What follows belongs to an exercise in optimizing a design on an open flow for small area; a production flow would make more cautious choices.
Function not checked in this run: the RTL went through the layout flow alone.

**flow/design.v**
```verilog
`timescale 1ns / 1ps
module xbip_dsp48_macro_0 (
    input wire                 CLK,
    input wire                 CE,
    input wire signed  [7:0]   A,
    input wire signed  [7:0]   B,
    input wire signed  [30:0]  C,
    output wire signed [31:0]  P
);
assign P = A * B + C;
endmodule
`timescale 1ns / 1ps
module MAC(
    input wire rstn_i,
    input wire clk_i,
    input wire dsp_enable_i,
    input wire dsp_valid_i,
    input wire signed [7:0] dsp_input_i,
    input wire signed [7:0] dsp_weight_i,
    output wire valid_o_d,
    output reg done_o,
    output wire signed [31:0] dsp_output_o
);
reg signed [30:0] partial_sum;     
reg signed [31:0] dsp_output;
wire signed [31:0] dsp_temp;
wire dsp_valid_o;
reg [1:0] dsp_valid_delay;
assign dsp_output_o = dsp_output;
assign dsp_valid_o = dsp_valid_delay[0];
assign valid_o_d = dsp_valid_delay[1];
always @(posedge clk_i or negedge rstn_i) begin
    if (!rstn_i) begin
        partial_sum <= 0;
    end else if (valid_o_d) begin
        partial_sum <= 0;
    end else begin
        partial_sum <= $signed ({dsp_temp[31],dsp_temp[29:0]});
    end 
end
always @(posedge clk_i or negedge rstn_i) begin
    if (!rstn_i) begin
        dsp_valid_delay <=0;
    end
    else begin
        dsp_valid_delay[0] <= dsp_valid_i;
        dsp_valid_delay[1] <= dsp_valid_delay[0];
    end
end
always @(posedge clk_i or negedge rstn_i) begin    
    if(!rstn_i) begin
        dsp_output <= 0;
        done_o <= 0;
    end
    else if (dsp_valid_o) begin
        dsp_output <= dsp_temp;
        done_o <= 1;
    end
    else begin
        dsp_output <=0;
        done_o <= 0;
    end
end 
xbip_dsp48_macro_0 DSP_for_MAC (
    .CLK(clk_i),              
    .CE(dsp_enable_i),        
    .A(dsp_input_i),          
    .B(dsp_weight_i),         
    .C(partial_sum),          
    .P(dsp_temp)              
);
endmodule
module Quantize
#(
    parameter WIDTH_INPUT       = 32, 
    parameter WIDTH_OUTPUT      = 8,
    parameter NUM_CALCULATE     = 8,
    parameter SCALIING_FACTOR   = 2408, 
    parameter QUANTIZE_BIT      = 8
)
(
    input wire                              clk_i,           
    input wire                              rstn_i,          
    input wire                              i_q_en,          
    input wire signed   [WIDTH_INPUT-1:0]   din_i,           
    output wire signed  [WIDTH_OUTPUT-1:0]  o_qout,          
    output wire                             o_qvalid,        
    output wire                             done_o           
);
    localparam LOCAL_COUNTER = $clog2(NUM_CALCULATE);  
    reg         [LOCAL_COUNTER-1:0] rCnt;                
    reg signed  [WIDTH_INPUT-1:0]   rScaled;             
    reg signed  [WIDTH_OUTPUT-1:0]  rClipped;            
    reg     rEn_delay;                                   
    reg     q_valid;                                     
    reg     q_done;                                      
    always @(posedge clk_i) begin
        if (!rstn_i) begin
            rEn_delay <= 0;                        
        end else begin
            rEn_delay <= i_q_en;                   
        end
    end
    always @(posedge clk_i or negedge rstn_i) begin
        if (!rstn_i) begin
            rScaled <= 0;                           
        end else if(din_i >= 0) begin
            rScaled <= (din_i + SCALIING_FACTOR / 2) / SCALIING_FACTOR;  
        end else begin
            rScaled <= (din_i - SCALIING_FACTOR / 2) / SCALIING_FACTOR;  
        end
    end
    always @(posedge clk_i) begin
        if (!rstn_i) begin
            q_valid <= 0;                          
            q_done  <= 0;                          
        end else if (rEn_delay) begin
            q_valid <= 1;                          
        end else if (rCnt == NUM_CALCULATE-2) begin
            q_done  <= 1;                           
        end else if (rCnt == NUM_CALCULATE-1) begin
            q_done  <= 0;                           
            q_valid <= 0;                          
        end
    end
    always @(posedge clk_i) begin
        if (!rstn_i) begin
            rCnt    <= 0;                              
        end else if(q_valid) begin
            rCnt <= rCnt + 1;                       
        end else begin
            rCnt <= 0;                              
        end
    end
    always @(posedge clk_i or negedge rstn_i) begin
        if (!rstn_i) begin
            rClipped <= 0;                          
        end else if (q_valid | rEn_delay) begin
            case(rScaled[QUANTIZE_BIT:QUANTIZE_BIT-1])
                2'b01:  begin
                    rClipped <= {(QUANTIZE_BIT-1){1'b1}};  
                end
                2'b10:  begin
                    rClipped <= {1'b1,{(QUANTIZE_BIT-1){1'b0}}};  
                end
                default:    begin
                    rClipped <= rScaled[QUANTIZE_BIT-1:0];  
                end
            endcase
        end else begin
            rClipped <= 0;                          
        end
    end    
    assign o_qvalid = q_valid;                     
    assign done_o   = q_done;                        
    assign o_qout   = rClipped;                      
endmodule
module Dequantize
#(
    parameter WIDTH_INPUT       = 32,
    parameter WIDTH_OUTPUT      = 32,
    parameter SCALIING_FACTOR_X = 2408,   
    parameter SCALIING_FACTOR_Y = 134,    
    parameter NUM_COUNTER_BIT   = 3,
    parameter NUM_CALCULATE     = 4
)
(
    input wire  clk_i,                               
    input wire  rstn_i,                              
    input wire signed   [WIDTH_INPUT-1:0]   din_i,   
    input wire  valid_i,                             
    output wire valid_o,                             
    output wire done_o,                              
    output wire signed  [WIDTH_OUTPUT-1:0]  dout_o   
);
    reg         [NUM_COUNTER_BIT-1:0]   rCnt;            
    reg signed  [WIDTH_OUTPUT-1:0]      rScaled;         
    reg         q_done;                                  
    reg [1:0]   valid_delay;                             
    always @(posedge clk_i or negedge rstn_i) begin
        if (!rstn_i) begin
            rScaled <= 0;
        end else begin
            rScaled <= din_i * SCALIING_FACTOR_X * SCALIING_FACTOR_Y; 
        end
    end
    always @(posedge clk_i or negedge rstn_i) begin
        if (!rstn_i) begin
            q_done <= 0;
        end else if (rCnt == NUM_CALCULATE-2) begin
            q_done <= 1;
        end else if (rCnt == NUM_CALCULATE-1) begin
            q_done <= 0;
        end
    end
    always @(posedge clk_i or negedge rstn_i) begin
        if (!rstn_i) begin
            rCnt <= 0;
        end else if (valid_o) begin
            rCnt <= rCnt + 1;
        end else begin
            rCnt <= 0;
        end
    end
    always @(posedge clk_i or negedge rstn_i) begin
        if (!rstn_i) begin
            valid_delay <= 0;
        end else begin
            valid_delay[0] <= valid_i;
            valid_delay[1] <= valid_delay[0];
        end
    end
    assign done_o = q_done;
    assign valid_o = valid_delay[1];
    assign dout_o = rScaled;
endmodule
module top(
    input wire                  clk_i,           
    input wire                  rstn_i,          
    input wire                  start_i,         
    input wire signed   [31:0]  vector_x_i,      
    input wire signed   [31:0]  quant_w_i,       
    output wire                 done_o,          
    output wire signed  [31:0]  dout_o           
);
wire quantize_done;                        
wire dequantize_done;                      
wire signed [7:0]   quantized_data;          
wire signed [31:0]  mac_out [3:0];           
reg signed  [31:0]  mac_o [3:0];             
wire valid;                                
wire mac_done;                             
wire [3:0] mac_done_w;                     
assign mac_done = mac_done_w[0];
reg q_valid;                               
reg [31:0] q_in;                           
Quantize #(
    .WIDTH_INPUT(32), 
    .WIDTH_OUTPUT(8),
    .NUM_CALCULATE(8),                     
    .SCALIING_FACTOR(2408),                
    .QUANTIZE_BIT(8) 
) quantize_inst (
    .clk_i(clk_i),                         
    .rstn_i(rstn_i),                       
    .i_q_en(start_i),                      
    .din_i(vector_x_i),                    
    .o_qout(quantized_data),               
    .o_qvalid(valid),                      
    .done_o(quantize_done)                 
);
genvar i;
generate 
    for (i = 0; i < 4; i = i + 1) begin : mac_gen
        MAC mymac(
            .clk_i(clk_i),                 
            .rstn_i(rstn_i),               
            .dsp_enable_i(valid),          
            .dsp_valid_i(quantize_done),   
            .dsp_input_i(quantized_data),  
            .dsp_weight_i(quant_w_i[32-1-8*i:32-8*(i+1)]),  
            .done_o(mac_done_w[i]),        
            .dsp_output_o(mac_out[i])      
        );
        always @(posedge clk_i or negedge rstn_i) begin
            if (!rstn_i) begin
                mac_o[i] <= 0;             
            end else if (mac_done) begin
                mac_o[i] <= mac_out[i];    
            end
        end
    end
endgenerate
Dequantize #(
    .WIDTH_INPUT(32),                      
    .WIDTH_OUTPUT(32), 
    .SCALIING_FACTOR_X(2408), 
    .SCALIING_FACTOR_Y(134),
    .NUM_COUNTER_BIT(3),                   
    .NUM_CALCULATE(4) 
) dequantize_inst (
    .clk_i(clk_i),                         
    .rstn_i(rstn_i),                       
    .din_i(q_in),                          
    .valid_i(q_valid),                     
    .done_o(dequantize_done),              
    .dout_o(dout_o)                        
);
reg [1:0] qCnt;                            
always @(posedge clk_i or negedge rstn_i) begin
    if (!rstn_i) begin
        qCnt <= 0;                         
    end else if (q_valid) begin
        qCnt <= qCnt + 1;                  
    end
end
always @(posedge clk_i or negedge rstn_i) begin
    if (!rstn_i) begin
        q_valid <= 0;                      
    end else if (mac_done) begin
        q_valid <= 1;                      
    end else if (qCnt == 3) begin
        q_valid <= 0;                      
    end
end
always @(posedge clk_i or negedge rstn_i) begin
    if (!rstn_i) begin
        q_in <= 0;                         
    end else if (q_valid) begin
        q_in <= mac_o[qCnt];               
    end else begin
        q_in <= 0;                         
    end
end
assign done_o = dequantize_done ? 1 : 0;   
endmodule
```
**flow/run.sh**
```bash
#!/bin/bash
# synth_recipe.tcl (not shown) runs the flow's synth.tcl, then flattens the netlist and writes it again
# the make line also repeats each setting of config.mk as NAME=value (left out here)
make -C /OpenROAD-flow-scripts/flow DESIGN_CONFIG=/design/flow/config.mk WORK_HOME=/design/flow/orfs CLKGATE_MAP_FILE= SYNTH_SCRIPT=/design/flow/synth_recipe.tcl finish
```
**flow/config.mk**
```make
export PLATFORM = sky130hd
export DESIGN_NAME = top
export DESIGN_NICKNAME = top
export VERILOG_FILES = /design/flow/design.v
export SDC_FILE = /design/flow/constraint.sdc
export NUM_CORES = 4
export LEC_CHECK = 0
export CAP_MARGIN = 20
export CORE_MARGIN = 2
export CORE_UTILIZATION = 40
export SLEW_MARGIN = 20
```
**flow/constraint.sdc**
```tcl
create_clock -name core_clock -period 33.0 [get_ports {clk_i}]
set_input_delay 6.6000 -clock core_clock [delete_from_list [all_inputs] [get_ports {clk_i}]]
set_output_delay 6.6000 -clock core_clock [all_outputs]
set_load 0.01 [all_outputs]
```
==> results by group <==
Outcome
  – Status: timing/DRC/antenna clean

Route
  – Remaining antenna violation count after routing: 0
  – Drt pass-1 iters: 8
  – Starting DRT DRC Count: about 2000
  – Detailed-route wire length: about 100000 um
  – Via-per-instance ratio: 5.37
  – # DRC: 0
  – Vias: ~34000
  – DR WL/cell: 15.9 um

Synthesis
  – Sequential element share of the synthesized area: 0.234
  – Main combinational cell family by area after synthesis: adder cells
  – EDFF count, synth: 0
  – Adder-cell share of the synthesized area: 0.258
  – Most frequent cells after synthesis: inv_1 (516), ha_1 (442), dfrtp_1 (420), and2_1 (318)
  – Synth Cell Area: 45500 um^2
  – Area leader, netlist: dfrtp_1
  – Post-synthesis compound-gate area fraction: 0.173
  – Unique masters post-synth: around 140
  – Most common cell in the netlist: inv_1
  – Post-synth top area share: 0.231
  – Gate Count Post-Synth: about 4900
  – Syn avg cell area: roughly 9.4 um^2
  – Post-synthesis mux area share: 0.0447
  – Post-Synth Simple-Gate Area: 0.155
  – Yosys synthesis warning count: 6
  – #FFs+latches synth: between 400 and 500
  – Top post-synthesis cells by area: dfrtp_1 (23%), fa_1 (14%), ha_1 (12%)
  – Top_reg_cell synth: dfrtp_1
  – XOR/XNOR Fraction of Synth Area: 0.0762
  – Ys async rst share: 0.986

Placement
  – HPWL Detailed: about 80000 um
  – Dpl cell area: roughly 48000 um^2
  – Port Buffers: 95
  – RD Place Congestion: between 0.8 and 0.9

Clock tree
  – Root buffer cell: clkbuf_16
  – CTS Sinks: 426
  – CTS Hold Bufs: 0
  – Clock transition at path regs: 60 ps
  – Skew-Pair Late Insertion Delay: ~590 ps
  – CTS buffer count: 46
  – H-tree depth: 2
  – Clock Tree Buf Depth: 3
  – TritonCTS clock tree: built

Worst setup path
  – Worst setup SP type: input port
  – Kind of critical path: input port to register
  – Req. time, crit path: about 33000 ps
  – Most frequent CP cell: a21oi_1
  – Crit Path Max Fanout: 25
  – CP Capture Type: register
  – CP arrival: between 30000 and 40000 ps
  – CP max-delay cell: a311oi_4
  – CP delay by family, top: compound AO/OA/AOI/OAI gates
  – Crit path buf inv count: 4
  – Critical Path Max Stage Delay: 610 ps

Floorplan
  – Top Ports: 100
  – Starting Density: 0.404
  – Die Height: between 300 and 400 um
  – Die W: around 340 um
  – Core area: 113000 um^2
  – Rows: around 120
  – Die ar.: between 100000 and 150000 um^2

Hold path
  – Hold Path Class: register to register

Timing
  – TNS Setup: 0 ps
  – Final Critical Period: 30840 ps
  – Layout Skew: approximately 34 ps
  – Max transition margin: 0.271
  – RSZ-0062 raised after global routing: no
  – Period Utilization, post-route: 0.934
  – Max Slew Vio Count: 0
  – Final hold vios: 0
  – Slew @ Worst Pin: approximately 1100 ps
  – Final Setup Violations: 0
  – Max frequency: approximately 0.032 GHz

Job
  – MaxCap Viol Count: 0

Final layout
  – Layout cell share with drive strength beyond 1: 0.0777
  – Fillers: 10951
  – Final net count: between 5000 and 6000
  – P&R area growth vs syn: 9.03%
  – Fin util: 0.440
  – Final Cell Area: between 40000 and 50000 um^2

GRT
  – Busiest grt layer: met2
  – GR Util met3: 0.0167
  – Largest net degree at the start of global routing: ~160
  – First-pass GRT wire length: between 150000 and 200000 um
  – Gr ovfl total: 0
  – Overall routing resource usage: 0.175
  – Initial antenna violation count: 0
  – Met1 track demand over resource: 0.233
  – Met2 Use GR: 0.306
  – Vias in the first global route: between 30000 and 40000
-- flip-flops by register name (all words and copies together), names as in the netlist --
| signal | cells |
|---|---|
| quantize_inst.rEn_delay | 1 |
| dequantize_inst.valid_delay | 2 |
| mac_gen.mymac.partial_sum | 112 |
| dequantize_inst.rScaled | 28 |
| mac_gen.mymac.done_o | 1 |
| dequantize_inst.q_done | 1 |
| quantize_inst.q_valid | 1 |
| q_valid | 1 |
| quantize_inst.rScaled | 9 |
| q_in | 28 |
| dequantize_inst.rCnt | 3 |
| mac_o | 112 |
| mac_gen.mymac.dsp_output | 112 |
| mac_gen.mymac.dsp_valid_delay | 1 |
| quantize_inst.q_done | 1 |
| qCnt | 2 |
| quantize_inst.rClipped | 8 |
| quantize_inst.rCnt | 3 |
-- path summary, 6_finish.rpt --
check                                     start                             endpoint  slack (ps)  depth (start not counted)
max in group asynchronous                rstn_i      mac_gen[2].mymac.partial_sum[8]       24920                          3
min in group asynchronous                rstn_i          dequantize_inst.rScaled[26]        5940                          1
min                        quantize_inst.q_done  mac_gen[3].mymac.dsp_valid_delay[0]         350                          0
max                              vector_x_i[31]             quantize_inst.rScaled[8]        2160                         81
min reg2reg                quantize_inst.q_done  mac_gen[3].mymac.dsp_valid_delay[0]         350                          0
max reg2reg                             q_in[3]          dequantize_inst.rScaled[31]       24470                         40
-- logic make-up (layout without fill, tap and decap cells) --
| family | after synthesis | in the layout |
|---|---|---|
| flops | 426 | 426 |
| xor+xnor | 383 | 383 |
| mux | 184 | 184 |
| buf+inv | 686 | 735 |
| compound gates | 1110 | 1110 |
| other cells | 1 | 5 |
| fa+ha+maj | 757 | 757 |
| simple gates | 1317 | 1317 |
-- through the flow --
| stage | instances | hold WS, ps | setup slack, ps |
|---|---|---|---|
| after detailed placement | 6332 | 336 | 974 |
| after CTS | 6416 | 346 | 1490 |
| final | 6417 | 346 | 2160 |
| after global placement | 6332 | 332 | 1610 |
| after floorplan | 4867 | 329 | 6450 |
| after global routing | 6416 | 355 | 120 |
-- layout by cell type, fill, tap and decap left out, types with 109 or more instances in the layout --
master / synthesis / layout
inv_1: 516 / 516
ha_1: 442 / 441
dfrtp_1: 420 / 418
and2_1: 318 / 318
nand2_1: 307 / 307
fa_1: 307 / 307
a21oi_1: 306 / 306
xnor2_1: 264 / 262
nor2_1: 200 / 200
o21bai_1: 159 / 159
mux2_2: 130 / 130
o21ai_0: 128 / 128
nor2b_1: 124 / 124
xor2_1: 110 / 109
-- layout make-up --
class	instances	area (um^2)	share of cell area
sequential	426	10600	0.214
clock buffer	64	1370	0.0276
clock inverter	20	256	0.00517
antenna	1	2.50	0.0000504
tap	1500	1880	0.0378
inverter	516	1940	0.0390
timing repair buffer	135	1270	0.0256
multi-input combinational	3755	32300	0.650
-- worst reg2reg max path, delay by kind of cell (launching register included) --
family	cells	cell delay [ps]
XOR/XNOR	3	680
buffers and inverters	6	310
AO/OA/AOI/OAI	21	3350
flip-flops	1	450
adder cells (fa/ha/maj)	10	3660
-- what timing repair did --
item,CTS,global route
setup buffers,0,0
resized for setup,0,9
setup endpoints to repair,0,9
-- layer usage --
| metal | vias up | wire, um |
|---|---|---|
| met1 | 16898 | 46400 |
| met2 | 553 | 50000 |
| li1 | 16859 | - |
| met4 | 0 | 2210 |
| met5 | - | 0 |
| met3 | 129 | 3190 |

[separate check: timing with driven ports]
The results above use ideal ports. As a check the final layout listed here was re-extracted and re-timed, cells and wires unchanged. Step 1 assumes that a clkbuf_16 drives the clock port and a buf_2 every other input. Step 2 also shifts input and output timing later by t, the mid clock arrival at the registers, as if the neighbouring blocks saw the same clock. Slacks: ideal ports / drivers / drivers and shift; pairs: ideal ports / drivers.
shift t [ns]: 0.637
slack for setup (ns): 2.162 / 2.199 / 1.562
worst slew at a driven data input, ns: 0.05
cell pins on the clock port's net: 1
After both steps this run still meets setup and hold. For this run, drivers alone change the setup slack by +0.037 ns; drivers and shift together by -0.600 ns.
